What follows belongs to an exercise in optimizing a design on an open flow for small area and a short achievable clock period; a production flow would make more cautious choices. The RTL was checked by simulation tests, not by an equivalence proof against the original design. The flow treats the clock pin as an ideal source, which a real chip does not have. Power is estimated from default activity; no workload was simulated.

// booth_mul_top
module booth_mul_top(clk, A, B, m, ov);
	input clk;
	input [15:0] A, B;
	output reg [30:0] m;
	output reg ov;
	reg [15:0] a_q, b_q;
	wire [30:0] m_w;
	wire ov_w;
	BoothMUL mul(.A(a_q), .B(b_q), .m(m_w), .ov(ov_w));
	always @(posedge clk) begin
		a_q <= A;
		b_q <= B;
		m <= m_w;
		ov <= ov_w;
	end
endmodule
Size in the first run: ~860 cells after synthesis, about 65 I/O pins, about 0.0076 mm² of cells after synthesis.
export LEC_CHECK = 0
export ABC_AREA = 1
export CAP_MARGIN = 20
export CORE_MARGIN = 2
export CORE_UTILIZATION = 50
export CTS_BUF_LIST = sky130_fd_sc_hd__clkbuf_8
export HOLD_SLACK_MARGIN = 0.05
export SLEW_MARGIN = 70
export SYNTH_HIERARCHICAL = 1
export SYNTH_MINIMUM_KEEP_SIZE = 0
create_clock -name core_clock -period 12.2 [get_ports {clk}]
standard.sh (not shown) runs the stock make flow with config.mk's settings and CLKGATE_MAP_FILE= SYNTH_SCRIPT=/design/flow/synth_recipe.tcl, a recipe that flattens the netlist after the stock synthesis.
==> flow/flow/run.sh <==
#!/bin/bash
# The standard layout (standard.sh, unchanged synthesis) with three changes:
# - the port buffers use sky130_fd_sc_hd__buf_1 (every port still gets one);
# - after clock tree synthesis, flow/skew.tcl delays the clock of the output
#   registers m and ov whose data paths are long, by a short chain of clock
#   delay cells (useful skew for the register-to-register path through the
#   multiplier); flow/skew_cells.txt sets the chains;
# - the repair after global routing aims for the setup slack in
#   flow/grt_margin.txt (flow/grt.tcl).
export BUFFER_PORTS_ARGS="-buffer_cell sky130_fd_sc_hd__buf_1"
export POST_CTS_TCL="$PWD/flow/skew.tcl"
export SKEW_FILE="$PWD/flow/skew_cells.txt"
export PRE_GLOBAL_ROUTE_TCL="$PWD/flow/grt.tcl"
export GRT_MARGIN_FILE="$PWD/flow/grt_margin.txt"
bash standard.sh > standard.log 2>&1
==> flow/flow/grt.tcl <==
# PRE_GLOBAL_ROUTE_TCL hook: the repair_timing run after global routing aims
# for the setup slack in flow/grt_margin.txt (ns) instead of 0, so that it
# resizes and buffers the longest paths further. The clock and constraints
# are unchanged.
set f [open $::env(GRT_MARGIN_FILE)]
set ::env(SETUP_SLACK_MARGIN) [string trim [read $f]]
close $f
puts "grt: setup slack margin $::env(SETUP_SLACK_MARGIN)"
==> flow/flow/grt_margin.txt <==
8.5
Other scripts of this flow, unchanged in this note and not shown: flow/flow/skew.tcl, flow/flow/skew_cells.txt
The first run finished with timing, DRC and antenna clean.
Next try:
==> flow/flow/run.sh (replaced) <==
#!/bin/bash
# The standard layout (standard.sh, unchanged synthesis) with two changes:
# - the port buffers use sky130_fd_sc_hd__buf_1 (every port still gets one);
# - after clock tree synthesis, flow/skew.tcl delays the clock of the output
#   registers m and ov whose data paths are long, by a short chain of clock
#   delay cells (useful skew for the register-to-register path through the
#   multiplier); flow/skew_cells.txt sets the chains.
export BUFFER_PORTS_ARGS="-buffer_cell sky130_fd_sc_hd__buf_1"
export POST_CTS_TCL="$PWD/flow/skew.tcl"
export SKEW_FILE="$PWD/flow/skew_cells.txt"
bash standard.sh > standard.log 2>&1
removed: flow/flow/grt.tcl
removed: flow/flow/grt_margin.txt
Sequential share of layout area increases by 1.1 points. Design area fell by 8.1%. Routed wire length shrinks by about 6%. Setup slack gets worse by 0.037 ns. Register-to-register slack loses 0.39 ns.
Next try:
- CTS_CLUSTER_DIAMETER: default -> 200
- CTS_CLUSTER_SIZE: default -> 32
Synthesized cell count is unchanged.
Cell area stays the same.
Routed wire length stays the same.
Register-to-register slack is about the same.
Sequential share of layout area is unchanged.
Global-route usage is unchanged.
Fmax stays the same.
Utilization stays the same.
Next try:
==> flow/flow/run.sh (replaced) <==
#!/bin/bash
# The standard layout (standard.sh, unchanged synthesis) with three changes:
# - the port buffers use sky130_fd_sc_hd__buf_1 (every port still gets one);
# - after clock tree synthesis, flow/skew.tcl delays the clock of the output
#   registers m and ov whose data paths are long, by a short chain of clock
#   delay cells (useful skew for the register-to-register path through the
#   multiplier); flow/skew_cells.txt sets the chains;
# - the repair after global routing aims for the setup slack in
#   flow/grt_margin.txt (flow/grt.tcl).
export BUFFER_PORTS_ARGS="-buffer_cell sky130_fd_sc_hd__buf_1"
export POST_CTS_TCL="$PWD/flow/skew.tcl"
export SKEW_FILE="$PWD/flow/skew_cells.txt"
export PRE_GLOBAL_ROUTE_TCL="$PWD/flow/grt.tcl"
export GRT_MARGIN_FILE="$PWD/flow/grt_margin.txt"
bash standard.sh > standard.log 2>&1
==> flow/flow/grt.tcl (new file) <==
# PRE_GLOBAL_ROUTE_TCL hook: the repair_timing run after global routing aims
# for the setup slack in flow/grt_margin.txt (ns) instead of 0, so that it
# resizes and buffers the longest paths further. The clock and constraints
# are unchanged.
set f [open $::env(GRT_MARGIN_FILE)]
set ::env(SETUP_SLACK_MARGIN) [string trim [read $f]]
close $f
puts "grt: setup slack margin $::env(SETUP_SLACK_MARGIN)"
==> flow/flow/grt_margin.txt (new file) <==
8.2
- CTS_CLUSTER_DIAMETER: 200 -> default
- CTS_CLUSTER_SIZE: 32 -> default
Clock skew is about the same.
Worst setup slack improved by 0.041 ns.
Synthesized cell count is unchanged.
Sequential share of layout area went down by 0.30 points.
Final area increases by about 2.8%.
Power climbs by about 2.7%.

-- afterwards: timing with drivers on the ports --
The flow's constraints put no driver on any port. The routed layouts listed below were extracted and timed again, unchanged, in two steps.
Step 1: set_driving_cell puts a clkbuf_16 on clk and a buf_2 on each other input, an assumption about the parent block.
Step 2, shift: input delay + t, output delay - t, t = (earliest + latest rising clock arrival at the registers) / 2. This alone moves slack from input paths to output paths.
Slacks: ideal ports / drivers / drivers and shift; pairs: ideal ports / drivers.
| run | t (ns) | setup slack, ns | clock arrival spread, ns | cell pins on the clock port's net |
|---|---|---|---|---|
| the first run | 0.849 | 8.059 / 8.021 / 8.570 | 0.879 / 0.879 | 1 |
| the second run | 0.845 | 8.022 / 7.985 / 8.175 | 0.878 / 0.878 | 1 |
| the third run | 0.845 | 8.022 / 7.985 / 8.175 | 0.878 / 0.878 | 1 |
| the fourth run | 0.843 | 8.063 / 8.025 / 8.371 | 0.879 / 0.879 | 1 |
Clock arrivals are far apart in every run listed, so t is only a midpoint there and step 2 fits no single register.
